What follows belongs to an exercise in optimizing a design on an open flow for small area; a production flow would make more cautious choices. The RTL was checked by simulation tests, not by an equivalence proof against the original design. The clock port is modelled as an ideal driver, which makes a skipped or thinned clock tree look cheaper than it is; a real chip needs a root buffer or a tree. No activity file was given, so power comes from the tool's default toggle rates.

==> flow/design.v (excerpt) <==
module top #(
    parameter CLKS_PER_BIT = 234
)
(
    input wire clk,
    input wire rst_n,
    input wire uart_rx,
    output wire uart_tx
);
For scale: about 110 cells after synthesis, ~53 flip-flops, ~4 I/O pins, about 1700 µm² of cells after synthesis.
clock: 37.037 ns
lec_check: 0
cap_margin: 20
core_margin: 2
core_utilization: 40
slew_margin: 20
standard.sh (not shown) runs the stock make flow with config.mk's settings and CLKGATE_MAP_FILE= SYNTH_SCRIPT=/design/flow/synth_recipe.tcl, a recipe that flattens the netlist after the stock synthesis.
==> flow/flow/run.sh <==
#!/bin/bash
# Layout flow: the standard ORFS flow (standard.sh) with these changes:
#  - synthesis is the standard script, but abc maps the logic with an
#    area-oriented script (flow/area.abc) and adders are left to abc
#    instead of being mapped to half/full adder cells first
#    (ADDER_MAP_FILE empty); flip-flop mapping is unchanged;
#  - the ports are buffered with the smallest buffer, buf_1;
#  - after clock tree synthesis, flow/clock_tree.tcl replaces the tree with
#    four buffers fed straight from the clock port, one per group of nearby
#    flip-flops, each the smallest of buf_4/6/8/12/16 whose estimated slew
#    at its flip-flops is at most 120 ps; it also removes the buffers that
#    repair_design added on signal nets and reruns repair_design, which
#    sizes up their drivers instead.
# Each ORFS step writes its own log under orfs/logs; make's output goes to
# flow_make.log.
set -euo pipefail
F=$PWD/flow
export MY_ABC_SCRIPT=$F/area.abc
bash standard.sh \
  SYNTH_SCRIPT=$F/synth.tcl \
  ADDER_MAP_FILE= \
  "BUFFER_PORTS_ARGS=-buffer_cell sky130_fd_sc_hd__buf_1" \
  POST_CTS_TCL=$F/clock_tree.tcl \
  finish > flow_make.log 2>&1
==> flow/flow/clock_tree.tcl <==
# POST_CTS_TCL hook: replace the clock tree that clock_tree_synthesis built
# with a few clock buffers driven straight from the clock port, one per
# group of nearby flip-flops.
set ncl 4
set buf_master_name sky130_fd_sc_hd__buf_4
if { [info exists ::env(OWN_CTS_GROUPS)] } { set ncl $::env(OWN_CTS_GROUPS) }
if { [info exists ::env(OWN_CTS_BUF)] } { set buf_master_name $::env(OWN_CTS_BUF) }

set db [ord::get_db]
set block [ord::get_db_block]
set clk_net [[$block findBTerm clk] getNet]

# flip-flop clock pins
set sinks {}
foreach inst [$block getInsts] {
  set m [[$inst getMaster] getName]
  if { [regexp {__(e?dfxtp|dfrtp|dfstp|dfxbp)_} $m] } {
    lappend sinks [$inst findITerm CLK]
  }
}
puts "own clock tree: [llength $sinks] flip-flops"

# remove the cells and nets clock_tree_synthesis added
foreach inst [$block getInsts] {
  set n [$inst getName]
  if { [string match clkbuf_* $n] || [string match clkload* $n] } {
    odb::dbInst_destroy $inst
  }
}
foreach net [$block getNets] {
  if { [string match clknet_* [$net getName]] && [llength [$net getITerms]] == 0 } {
    odb::dbNet_destroy $net
  }
}

# split the flip-flops into ncl (a power of two) groups of equal size by
# halving along x, then y, and so on
proc split_groups { idxs pts depth axis } {
  if { $depth == 0 } { return [list $idxs] }
  set keyed {}
  foreach i $idxs { lappend keyed [list $i [lindex [lindex $pts $i] $axis]] }
  set keyed [lsort -real -index 1 $keyed]
  set h [expr {[llength $keyed] / 2}]
  set lo {}; set hi {}
  foreach k [lrange $keyed 0 [expr {$h - 1}]] { lappend lo [lindex $k 0] }
  foreach k [lrange $keyed $h end] { lappend hi [lindex $k 0] }
  return [concat [split_groups $lo $pts [expr {$depth - 1}] [expr {1 - $axis}]] \
    [split_groups $hi $pts [expr {$depth - 1}] [expr {1 - $axis}]]]
}
set pts {}
foreach s $sinks {
  set b [[$s getInst] getBBox]
  lappend pts [list [expr {([$b xMin] + [$b xMax]) / 2.0}] [expr {([$b yMin] + [$b yMax]) / 2.0}]]
}
set idxs {}
for { set i 0 } { $i < [llength $pts] } { incr i } { lappend idxs $i }
set depth [expr {int(round(log($ncl) / log(2)))}]
# halve along x first or y first, whichever gives the smaller largest
# group (half-perimeter of its bounding box plus its distance to the centre)
proc group_cost { groups pts } {
  set worst 0
  foreach g $groups {
    set x0 1e30; set x1 -1e30; set y0 1e30; set y1 -1e30
    foreach i $g {
      set p [lindex $pts $i]
      set x0 [expr {min($x0, [lindex $p 0])}]; set x1 [expr {max($x1, [lindex $p 0])}]
      set y0 [expr {min($y0, [lindex $p 1])}]; set y1 [expr {max($y1, [lindex $p 1])}]
    }
    set worst [expr {max($worst, ($x1 - $x0) + ($y1 - $y0))}]
  }
  return $worst
}
set groups [split_groups $idxs $pts $depth 0]
set groups_y [split_groups $idxs $pts $depth 1]

if { [group_cost $groups_y $pts] < [group_cost $groups $pts] } { set groups $groups_y }
set assign [lrepeat [llength $pts] 0]
set cents {}
set k 0
foreach g $groups {
  set sx 0; set sy 0
  foreach i $g {
    lset assign $i $k
    set sx [expr {$sx + [lindex [lindex $pts $i] 0]}]
    set sy [expr {$sy + [lindex [lindex $pts $i] 1]}]
  }
  lappend cents [list [expr {$sx / [llength $g]}] [expr {$sy / [llength $g]}]]
  incr k
}
set ncl [llength $groups]

set master [$db findMaster $buf_master_name]
for { set k 0 } { $k < $ncl } { incr k } {
  set inst [odb::dbInst_create $block $master "clkbuf_own_$k"]
  set net [odb::dbNet_create $block "clknet_own_$k"]
  $net setSigType CLOCK
  [$inst findITerm A] connect $clk_net
  [$inst findITerm X] connect $net
  set n 0
  foreach s $sinks a $assign {
    if { $a == $k } { $s disconnect; $s connect $net; incr n }
  }
  set c [lindex $cents $k]
  $inst setLocation [expr {int([lindex $c 0])}] [expr {int([lindex $c 1])}]
  $inst setPlacementStatus PLACED
  puts "own clock tree: clkbuf_own_$k drives $n flip-flops"
}
# repair_design buffers heavy nets with very large buffers; remove the
# buffers it added on signal nets and let repair_design fix what that
# breaks, sizing the drivers first
set rsz_bufs {}
foreach inst [$block getInsts] {
  if { [regexp {^(place|load_slew|max_cap|max_length)[0-9]+$} [$inst getName]] } {
    lappend rsz_bufs [$inst getName]
  }
}
if { [llength $rsz_bufs] > 0 } {
  puts "own clock tree: removing repair buffers $rsz_bufs"
  remove_buffers [get_cells $rsz_bufs]
}
global_connect
detailed_placement
check_placement -verbose
estimate_parasitics -placement
repair_design -slew_margin 0 -cap_margin 0
detailed_placement
estimate_parasitics -placement

set slew_target 0.120
if { [info exists ::env(OWN_CTS_SLEW_TARGET)] } { set slew_target $::env(OWN_CTS_SLEW_TARGET) }
proc worst_clk_slew { k } {
  set net [[ord::get_db_block] findNet "clknet_own_$k"]
  set worst 0
  foreach it [$net getITerms] {
    if { [$it isOutputSignal] } { continue }
    set pin [get_pins "[[$it getInst] getName]/[[$it getMTerm] getName]"]
    foreach a {max min} {
      foreach e {rise fall} {
        set v [get_property $pin slew_${a}_$e]
        if { [string is double -strict $v] && $v > $worst } { set worst $v }
      }
    }
  }
  return $worst
}
set sizes {sky130_fd_sc_hd__buf_4 sky130_fd_sc_hd__buf_6 sky130_fd_sc_hd__buf_8 sky130_fd_sc_hd__buf_12 sky130_fd_sc_hd__buf_16}
for { set k 0 } { $k < $ncl } { incr k } {
  set inst [$block findInst "clkbuf_own_$k"]
  set i [lsearch -exact $sizes [[$inst getMaster] getName]]
  while { 1 } {
    set w [worst_clk_slew $k]
    puts "own clock tree: clkbuf_own_$k [[$inst getMaster] getName] estimated worst slew [format %.1f [expr {$w * 1e3}]] ps"
    if { $w <= $slew_target || $i < 0 || $i >= [llength $sizes] - 1 } { break }
    incr i
    $inst swapMaster [$db findMaster [lindex $sizes $i]]
    estimate_parasitics -placement
  }
}
detailed_placement
check_placement -verbose
estimate_parasitics -placement
repair_timing -hold -hold_margin 0.05
detailed_placement
check_placement -verbose
report_clock_skew
report_check_types -max_slew -max_capacitance -violators
Other scripts of this flow, unchanged in this note and not shown: flow/flow/area.abc, flow/flow/synth.tcl
==> next run, changes <==
--- a/flow/flow/run.sh
+++ b/flow/flow/run.sh
@@ -10,5 +10,4 @@
 #    flip-flops, each the smallest of buf_4/6/8/12/16 whose estimated slew
-#    at its flip-flops is at most 120 ps; it also removes the buffers that
-#    repair_design added on signal nets and reruns repair_design, which
-#    sizes up their drivers instead.
+#    at its flip-flops is at most 115 ps, and shrinks oversized repair
+#    buffers to buf_4.
 # Each ORFS step writes its own log under orfs/logs; make's output goes to
--- a/flow/flow/clock_tree.tcl
+++ b/flow/flow/clock_tree.tcl
@@ -57,21 +57,3 @@
 set depth [expr {int(round(log($ncl) / log(2)))}]
-# halve along x first or y first, whichever gives the smaller largest
-# group (half-perimeter of its bounding box plus its distance to the centre)
-proc group_cost { groups pts } {
-  set worst 0
-  foreach g $groups {
-    set x0 1e30; set x1 -1e30; set y0 1e30; set y1 -1e30
-    foreach i $g {
-      set p [lindex $pts $i]
-      set x0 [expr {min($x0, [lindex $p 0])}]; set x1 [expr {max($x1, [lindex $p 0])}]
-      set y0 [expr {min($y0, [lindex $p 1])}]; set y1 [expr {max($y1, [lindex $p 1])}]
-    }
-    set worst [expr {max($worst, ($x1 - $x0) + ($y1 - $y0))}]
-  }
-  return $worst
-}
 set groups [split_groups $idxs $pts $depth 0]
-set groups_y [split_groups $idxs $pts $depth 1]
-
-if { [group_cost $groups_y $pts] < [group_cost $groups $pts] } { set groups $groups_y }
 set assign [lrepeat [llength $pts] 0]
@@ -107,14 +89,10 @@
 }
-# repair_design buffers heavy nets with very large buffers; remove the
-# buffers it added on signal nets and let repair_design fix what that
-# breaks, sizing the drivers first
-set rsz_bufs {}
+# repair_design buffers heavy nets with very large buffers; a buf_4 drives
+# the loads here within the slew and capacitance limits
+set buf4 [$db findMaster sky130_fd_sc_hd__buf_4]
 foreach inst [$block getInsts] {
-  if { [regexp {^(place|load_slew|max_cap|max_length)[0-9]+$} [$inst getName]] } {
-    lappend rsz_bufs [$inst getName]
+  if { [regexp {__buf_(6|8|12|16)$} [[$inst getMaster] getName]] } {
+    puts "own clock tree: [$inst getName] resized to buf_4"
+    $inst swapMaster $buf4
   }
-}
-if { [llength $rsz_bufs] > 0 } {
-  puts "own clock tree: removing repair buffers $rsz_bufs"
-  remove_buffers [get_cells $rsz_bufs]
 }
@@ -124,7 +102,4 @@
 estimate_parasitics -placement
-repair_design -slew_margin 0 -cap_margin 0
-detailed_placement
-estimate_parasitics -placement
 
-set slew_target 0.120
+set slew_target 0.115
 if { [info exists ::env(OWN_CTS_SLEW_TARGET)] } { set slew_target $::env(OWN_CTS_SLEW_TARGET) }
- CORE_UTILIZATION: 40 -> 55
=> Worst hold slack improved by 0.011 ns. Wire length goes up by a few percent. Die area goes down by a quarter to a third. Synthesized cell count is unchanged. Area after synthesis stays the same. Maximum frequency goes up slightly. Power goes up slightly. Global-route usage goes up by 4.8 points.
==> next run, changes <==
--- a/flow/flow/run.sh
+++ b/flow/flow/run.sh
@@ -19,3 +19,3 @@
   SYNTH_SCRIPT=$F/synth.tcl \
-  ADDER_MAP_FILE= \
+  ADDER_MAP_FILE= CAP_MARGIN=0 SLEW_MARGIN=0 \
   "BUFFER_PORTS_ARGS=-buffer_cell sky130_fd_sc_hd__buf_1" \
- CORE_UTILIZATION: 55 -> 40
What happened: The new run finished with timing, DRC and antenna clean; final cell count climbs by roughly a tenth; clock skew hardly moves; worst setup slack is worse by 0.066 ns; register-to-register slack is better by 0.07 ns; worst hold slack is worse by 0.017 ns; global-route usage drops by 4.7 points; routed wire length drops by a few percent; utilization drops by 15 points; power is about the same; area after synthesis does not change; sequential share of layout area drops by 0.91 points.
==> next run, changes <==
--- a/flow/flow/run.sh
+++ b/flow/flow/run.sh
@@ -19,3 +19,3 @@
   SYNTH_SCRIPT=$F/synth.tcl \
-  ADDER_MAP_FILE= CAP_MARGIN=0 SLEW_MARGIN=0 \
+  ADDER_MAP_FILE= \
   "BUFFER_PORTS_ARGS=-buffer_cell sky130_fd_sc_hd__buf_1" \
--- a/flow/flow/clock_tree.tcl
+++ b/flow/flow/clock_tree.tcl
@@ -89,10 +89,14 @@
 }
-# repair_design buffers heavy nets with very large buffers; a buf_4 drives
-# the loads here within the slew and capacitance limits
-set buf4 [$db findMaster sky130_fd_sc_hd__buf_4]
+# repair_design buffers heavy nets with very large buffers; remove the
+# buffers it added on signal nets and let repair_design fix what that
+# breaks, sizing the drivers first
+set rsz_bufs {}
 foreach inst [$block getInsts] {
-  if { [regexp {__buf_(6|8|12|16)$} [[$inst getMaster] getName]] } {
-    puts "own clock tree: [$inst getName] resized to buf_4"
-    $inst swapMaster $buf4
+  if { [regexp {^(place|load_slew|max_cap|max_length)[0-9]+$} [$inst getName]] } {
+    lappend rsz_bufs [$inst getName]
   }
+}
+if { [llength $rsz_bufs] > 0 } {
+  puts "own clock tree: removing repair buffers $rsz_bufs"
+  remove_buffers [get_cells $rsz_bufs]
 }
@@ -101,2 +105,5 @@
 check_placement -verbose
+estimate_parasitics -placement
+repair_design -slew_margin 0 -cap_margin 0
+detailed_placement
 estimate_parasitics -placement
What happened:
- die area stays the same
- synthesized area is unchanged
- sequential cell count does not change
- first-iteration DRC count went up by 20%
- register-to-register slack got worse by 0.32 ns
- cell area is about the same
No run of this note takes its clock network from TritonCTS; it comes from the design's own scripts or RTL.

The RTL this note starts from:
==> flow/design.v <==
`timescale 1ns/1ps
module top #(
    parameter CLKS_PER_BIT = 234
)
(
    input wire clk,
    input wire rst_n,
    input wire uart_rx,
    output wire uart_tx
);
    reg  [7:0] tcnt_r;
    wire [7:0] tq   = tcnt_r ^ 8'haa;
    wire       tick = &tq[6:1];
    wire       tfb  = tq[7] ^ (tq[2] | tq[6]);
    always @(posedge clk) begin
        if (!rst_n || tick)
            tcnt_r <= 8'h01 ^ 8'haa;
        else
            tcnt_r <= {~tcnt_r[6:0], tfb};
    end
    reg        rx_active_r;
    reg [5:0]  dcnt_r;
    reg [31:0] a_sr_r;
    reg        carry_r;
    wire rx_bit   = uart_rx;
    wire dtick    = tick && rx_active_r;          
    wire b_half   = dcnt_r[5];
    wire a_bit    = a_sr_r[0];
    wire sum_bit  = rx_bit ^ a_bit ^ carry_r;
    wire carry_nx = (rx_bit & a_bit) | (carry_r & (rx_bit ^ a_bit));
    wire last_bit = dtick && (dcnt_r == 6'd63);   
    always @(posedge clk) begin
        if (!rst_n) begin
            rx_active_r <= 1'b0;
            dcnt_r      <= 6'd0;
        end else if (tick) begin
            if (!rx_active_r) begin
                if (!rx_bit)
                    rx_active_r <= 1'b1;
            end else begin
                dcnt_r <= dcnt_r + 6'd1;
                if (dcnt_r[2:0] == 3'd7)
                    rx_active_r <= 1'b0;
            end
        end
    end
    always @(posedge clk) begin
        if (dtick) begin
            a_sr_r  <= {rx_bit, a_sr_r[31:1]};
            carry_r <= b_half & carry_nx;         
        end
    end
    reg [3:0] tx_frm_r;
    reg       tx_r;
    wire      frm_on = |tx_frm_r;
    always @(posedge clk) begin
        if (!rst_n) begin
            tx_frm_r <= 4'd0;
            tx_r     <= 1'b1;
        end else if (tick) begin
            if (last_bit)
                tx_frm_r <= 4'd10;
            else if (frm_on)
                tx_frm_r <= tx_frm_r - 4'd1;
            if (frm_on)
                tx_r <= tx_frm_r[3] & ~tx_frm_r[0] & (tx_frm_r[1] | carry_r);
            else if (b_half)
                tx_r <= rx_active_r ? sum_bit : rx_bit;
            else
                tx_r <= 1'b1;
        end
    end
    assign uart_tx = tx_r;
endmodule
==> flow/config.mk <==
export PLATFORM = sky130hd
export DESIGN_NAME = top
export DESIGN_NICKNAME = top
export VERILOG_FILES = /design/flow/design.v
export SDC_FILE = /design/flow/constraint.sdc
export NUM_CORES = 4
export LEC_CHECK = 0
export CAP_MARGIN = 20
export CORE_MARGIN = 2
export CORE_UTILIZATION = 40
export SLEW_MARGIN = 20
==> flow/constraint.sdc <==
create_clock -name core_clock -period 37.037 [get_ports {clk}]
set_input_delay 7.4074 -clock core_clock [delete_from_list [all_inputs] [get_ports {clk}]]
set_output_delay 7.4074 -clock core_clock [all_outputs]
set_load 0.01 [all_outputs]
==> flow/flow/run.sh <==
#!/bin/bash
# Layout flow: the standard ORFS flow (standard.sh) with these changes:
#  - synthesis is the standard script, but abc maps the logic with an
#    area-oriented script (flow/area.abc); flip-flop mapping is unchanged;
#  - the ports are buffered with the smallest buffer, buf_1;
#  - after clock tree synthesis, flow/clock_tree.tcl replaces the tree with
#    four buf_4 cells fed straight from the clock port, one per group of
#    nearby flip-flops, and shrinks oversized repair buffers to buf_4.
# Each ORFS step writes its own log under orfs/logs; make's output goes to
# flow_make.log.
set -euo pipefail
F=$PWD/flow
export MY_ABC_SCRIPT=$F/area.abc
bash standard.sh \
  SYNTH_SCRIPT=$F/synth.tcl \
  "BUFFER_PORTS_ARGS=-buffer_cell sky130_fd_sc_hd__buf_1" \
  POST_CTS_TCL=$F/clock_tree.tcl \
  finish > flow_make.log 2>&1
==> flow/flow/area.abc <==
strash; dc2; strash; dc2; dch -f; amap
==> flow/flow/clock_tree.tcl <==
# POST_CTS_TCL hook: replace the clock tree that clock_tree_synthesis built
# with a few clock buffers driven straight from the clock port, one per
# group of nearby flip-flops.
set ncl 4
set buf_master_name sky130_fd_sc_hd__buf_4
if { [info exists ::env(OWN_CTS_GROUPS)] } { set ncl $::env(OWN_CTS_GROUPS) }
if { [info exists ::env(OWN_CTS_BUF)] } { set buf_master_name $::env(OWN_CTS_BUF) }

set db [ord::get_db]
set block [ord::get_db_block]
set clk_net [[$block findBTerm clk] getNet]

# flip-flop clock pins
set sinks {}
foreach inst [$block getInsts] {
  set m [[$inst getMaster] getName]
  if { [regexp {__(e?dfxtp|dfrtp|dfstp|dfxbp)_} $m] } {
    lappend sinks [$inst findITerm CLK]
  }
}
puts "own clock tree: [llength $sinks] flip-flops"

# remove the cells and nets clock_tree_synthesis added
foreach inst [$block getInsts] {
  set n [$inst getName]
  if { [string match clkbuf_* $n] || [string match clkload* $n] } {
    odb::dbInst_destroy $inst
  }
}
foreach net [$block getNets] {
  if { [string match clknet_* [$net getName]] && [llength [$net getITerms]] == 0 } {
    odb::dbNet_destroy $net
  }
}

# split the flip-flops into ncl (a power of two) groups of equal size by
# halving along x, then y, and so on
proc split_groups { idxs pts depth axis } {
  if { $depth == 0 } { return [list $idxs] }
  set keyed {}
  foreach i $idxs { lappend keyed [list $i [lindex [lindex $pts $i] $axis]] }
  set keyed [lsort -real -index 1 $keyed]
  set h [expr {[llength $keyed] / 2}]
  set lo {}; set hi {}
  foreach k [lrange $keyed 0 [expr {$h - 1}]] { lappend lo [lindex $k 0] }
  foreach k [lrange $keyed $h end] { lappend hi [lindex $k 0] }
  return [concat [split_groups $lo $pts [expr {$depth - 1}] [expr {1 - $axis}]] \
    [split_groups $hi $pts [expr {$depth - 1}] [expr {1 - $axis}]]]
}
set pts {}
foreach s $sinks {
  set b [[$s getInst] getBBox]
  lappend pts [list [expr {([$b xMin] + [$b xMax]) / 2.0}] [expr {([$b yMin] + [$b yMax]) / 2.0}]]
}
set idxs {}
for { set i 0 } { $i < [llength $pts] } { incr i } { lappend idxs $i }
set depth [expr {int(round(log($ncl) / log(2)))}]
set groups [split_groups $idxs $pts $depth 0]
set assign [lrepeat [llength $pts] 0]
set cents {}
set k 0
foreach g $groups {
  set sx 0; set sy 0
  foreach i $g {
    lset assign $i $k
    set sx [expr {$sx + [lindex [lindex $pts $i] 0]}]
    set sy [expr {$sy + [lindex [lindex $pts $i] 1]}]
  }
  lappend cents [list [expr {$sx / [llength $g]}] [expr {$sy / [llength $g]}]]
  incr k
}
set ncl [llength $groups]

set master [$db findMaster $buf_master_name]
for { set k 0 } { $k < $ncl } { incr k } {
  set inst [odb::dbInst_create $block $master "clkbuf_own_$k"]
  set net [odb::dbNet_create $block "clknet_own_$k"]
  $net setSigType CLOCK
  [$inst findITerm A] connect $clk_net
  [$inst findITerm X] connect $net
  set n 0
  foreach s $sinks a $assign {
    if { $a == $k } { $s disconnect; $s connect $net; incr n }
  }
  set c [lindex $cents $k]
  $inst setLocation [expr {int([lindex $c 0])}] [expr {int([lindex $c 1])}]
  $inst setPlacementStatus PLACED
  puts "own clock tree: clkbuf_own_$k drives $n flip-flops"
}
# repair_design buffers heavy nets with very large buffers; a buf_4 drives
# the loads here within the slew and capacitance limits
set buf4 [$db findMaster sky130_fd_sc_hd__buf_4]
foreach inst [$block getInsts] {
  if { [regexp {__buf_(6|8|12|16)$} [[$inst getMaster] getName]] } {
    puts "own clock tree: [$inst getName] resized to buf_4"
    $inst swapMaster $buf4
  }
}
global_connect
detailed_placement
check_placement -verbose
estimate_parasitics -placement

set slew_target 0.115
if { [info exists ::env(OWN_CTS_SLEW_TARGET)] } { set slew_target $::env(OWN_CTS_SLEW_TARGET) }
proc worst_clk_slew { k } {
  set net [[ord::get_db_block] findNet "clknet_own_$k"]
  set worst 0
  foreach it [$net getITerms] {
    if { [$it isOutputSignal] } { continue }
    set pin [get_pins "[[$it getInst] getName]/[[$it getMTerm] getName]"]
    foreach a {max min} {
      foreach e {rise fall} {
        set v [get_property $pin slew_${a}_$e]
        if { [string is double -strict $v] && $v > $worst } { set worst $v }
      }
    }
  }
  return $worst
}
set sizes {sky130_fd_sc_hd__buf_4 sky130_fd_sc_hd__buf_6 sky130_fd_sc_hd__buf_8 sky130_fd_sc_hd__buf_12 sky130_fd_sc_hd__buf_16}
for { set k 0 } { $k < $ncl } { incr k } {
  set inst [$block findInst "clkbuf_own_$k"]
  set i [lsearch -exact $sizes [[$inst getMaster] getName]]
  while { 1 } {
    set w [worst_clk_slew $k]
    puts "own clock tree: clkbuf_own_$k [[$inst getMaster] getName] estimated worst slew [format %.1f [expr {$w * 1e3}]] ps"
    if { $w <= $slew_target || $i < 0 || $i >= [llength $sizes] - 1 } { break }
    incr i
    $inst swapMaster [$db findMaster [lindex $sizes $i]]
    estimate_parasitics -placement
  }
}
detailed_placement
check_placement -verbose
estimate_parasitics -placement
repair_timing -hold -hold_margin 0.05
detailed_placement
check_placement -verbose
report_clock_skew
report_check_types -max_slew -max_capacitance -violators
Other scripts of this flow, unchanged in this note and not shown: flow/flow/synth.tcl
Change:
==> flow/flow/run.sh (replaced) <==
#!/bin/bash
# Layout flow: the standard ORFS flow (standard.sh) with these changes:
#  - synthesis is the standard script, but abc maps the logic with an
#    area-oriented script (flow/area.abc) and adders are left to abc
#    instead of being mapped to half/full adder cells first
#    (ADDER_MAP_FILE empty); flip-flop mapping is unchanged;
#  - the ports are buffered with the smallest buffer, buf_1;
#  - after clock tree synthesis, flow/clock_tree.tcl replaces the tree with
#    four buffers fed straight from the clock port, one per group of nearby
#    flip-flops, each the smallest of buf_4/6/8/12/16 whose estimated slew
#    at its flip-flops is at most 120 ps; it also removes the buffers that
#    repair_design added on signal nets and reruns repair_design, which
#    sizes up their drivers instead.
# Each ORFS step writes its own log under orfs/logs; make's output goes to
# flow_make.log.
set -euo pipefail
F=$PWD/flow
export MY_ABC_SCRIPT=$F/area.abc
bash standard.sh \
  SYNTH_SCRIPT=$F/synth.tcl \
  ADDER_MAP_FILE= \
  "BUFFER_PORTS_ARGS=-buffer_cell sky130_fd_sc_hd__buf_1" \
  POST_CTS_TCL=$F/clock_tree.tcl \
  finish > flow_make.log 2>&1
==> flow/flow/area.abc (replaced) <==
strash; dc2; strash; dc2; dch -f; amap -F 1000 -A 1000 -E 0; strash; dc2; dch -f; amap -F 1000 -A 1000 -E 0
--- a/flow/flow/clock_tree.tcl
+++ b/flow/flow/clock_tree.tcl
@@ -56,5 +56,23 @@
 for { set i 0 } { $i < [llength $pts] } { incr i } { lappend idxs $i }
 set depth [expr {int(round(log($ncl) / log(2)))}]
+# halve along x first or y first, whichever gives the smaller largest
+# group (half-perimeter of its bounding box plus its distance to the centre)
+proc group_cost { groups pts } {
+  set worst 0
+  foreach g $groups {
+    set x0 1e30; set x1 -1e30; set y0 1e30; set y1 -1e30
+    foreach i $g {
+      set p [lindex $pts $i]
+      set x0 [expr {min($x0, [lindex $p 0])}]; set x1 [expr {max($x1, [lindex $p 0])}]
+      set y0 [expr {min($y0, [lindex $p 1])}]; set y1 [expr {max($y1, [lindex $p 1])}]
+    }
+    set worst [expr {max($worst, ($x1 - $x0) + ($y1 - $y0))}]
+  }
+  return $worst
+}
 set groups [split_groups $idxs $pts $depth 0]
+set groups_y [split_groups $idxs $pts $depth 1]
+
+if { [group_cost $groups_y $pts] < [group_cost $groups $pts] } { set groups $groups_y }
 set assign [lrepeat [llength $pts] 0]
 set cents {}
@@ -88,12 +106,16 @@
   puts "own clock tree: clkbuf_own_$k drives $n flip-flops"
 }
-# repair_design buffers heavy nets with very large buffers; a buf_4 drives
-# the loads here within the slew and capacitance limits
-set buf4 [$db findMaster sky130_fd_sc_hd__buf_4]
+# repair_design buffers heavy nets with very large buffers; remove the
+# buffers it added on signal nets and let repair_design fix what that
+# breaks, sizing the drivers first
+set rsz_bufs {}
 foreach inst [$block getInsts] {
-  if { [regexp {__buf_(6|8|12|16)$} [[$inst getMaster] getName]] } {
-    puts "own clock tree: [$inst getName] resized to buf_4"
-    $inst swapMaster $buf4
+  if { [regexp {^(place|load_slew|max_cap|max_length)[0-9]+$} [$inst getName]] } {
+    lappend rsz_bufs [$inst getName]
   }
+}
+if { [llength $rsz_bufs] > 0 } {
+  puts "own clock tree: removing repair buffers $rsz_bufs"
+  remove_buffers [get_cells $rsz_bufs]
 }
 global_connect
@@ -101,6 +123,9 @@
 check_placement -verbose
 estimate_parasitics -placement
+repair_design -slew_margin 0 -cap_margin 0
+detailed_placement
+estimate_parasitics -placement
 
-set slew_target 0.115
+set slew_target 0.120
 if { [info exists ::env(OWN_CTS_SLEW_TARGET)] } { set slew_target $::env(OWN_CTS_SLEW_TARGET) }
 proc worst_clk_slew { k } {
What happened:
- The changed run completed with no timing, DRC or antenna violations
- setup slack improved by 0.018 ns
- maximum frequency stays flat
- critical path depth goes up by 2
- area after synthesis goes down by about 5%
- power goes down by about 0.37%
- cell area goes down by about 4.7%
- die area goes down by 4.5%
- sequential share of layout area goes up by 3.6 points
- register-to-register slack got worse by 0.14 ns
- wire length goes up by about 2.3%
Change:
--- a/flow/flow/run.sh
+++ b/flow/flow/run.sh
@@ -9,5 +9,5 @@
 #    four buffers fed straight from the clock port, one per group of nearby
 #    flip-flops, each the smallest of buf_4/6/8/12/16 whose estimated slew
-#    at its flip-flops is at most 120 ps; it also removes the buffers that
+#    at its flip-flops is at most 115 ps; it also removes the buffers that
 #    repair_design added on signal nets and reruns repair_design, which
 #    sizes up their drivers instead.
==> flow/flow/area.abc (replaced) <==
strash; dc2; strash; dc2; dch -f; amap -F 1000 -A 1000 -E 0
--- a/flow/flow/clock_tree.tcl
+++ b/flow/flow/clock_tree.tcl
@@ -127,5 +127,5 @@
 estimate_parasitics -placement
 
-set slew_target 0.120
+set slew_target 0.115
 if { [info exists ::env(OWN_CTS_SLEW_TARGET)] } { set slew_target $::env(OWN_CTS_SLEW_TARGET) }
 proc worst_clk_slew { k } {
After rerunning:
- The new run went through all stages and came out clean
- worst hold slack loses 0.015 ns
- worst setup slack loses 0.070 ns
- clock power is lower by about 2%
- synthesized cell count is lower by about 1.8%
- die area stays flat
- total power is lower by 0.50%
- final area is about the same
- routed wire length is lower by 11%
- first-iteration DRC count is lower by about 30%
In every run of this note, the design's own scripts or RTL, not TritonCTS, make the clock network.

-- what the ideal ports hide --
How much do the figures lean on ideal ports? The routed layouts below were timed once more, with nothing changed but the port constraints.
Step 1 assumes that a clkbuf_16 drives the clock port and a buf_2 every other input.
Step 2, shift: input delay + t, output delay - t, t = (earliest + latest rising clock arrival at the registers) / 2. This alone moves slack from input paths to output paths.
a / b / c = no drivers / after step 1 / after step 2; a / b = the first two.
run	shift t [ns]	setup WS [ns]	worst setup path after step 2	worst register clock-pin slew, ns	worst data-port slew with drivers (ns)
the first run of note 1	0.186	28.487 / 28.507 / 28.320	input to register	0.11 / 0.11	0.03
the second run of note 1	0.181	28.514 / 28.544 / 28.363	input to register	0.11 / 0.11	0.03
the third run of note 1	0.172	28.448 / 28.468 / 28.296	input to register	0.11 / 0.11	0.03
the fourth run of note 1	0.173	28.439 / 28.461 / 28.288	input to register	0.11 / 0.11	0.03
the first run of note 2	0.181	28.492 / 28.514 / 28.332	input to register	0.11 / 0.11	0.03
the second run of note 2	0.179	28.509 / 28.532 / 28.353	input to register	0.11 / 0.11	0.03
the third run of note 2	0.173	28.439 / 28.461 / 28.288	input to register	0.11 / 0.11	0.03
After both steps every run listed still meets setup and hold. For the first run of note 1, which loses most, drivers alone change the setup slack by +0.020 ns; drivers and shift together by -0.167 ns.
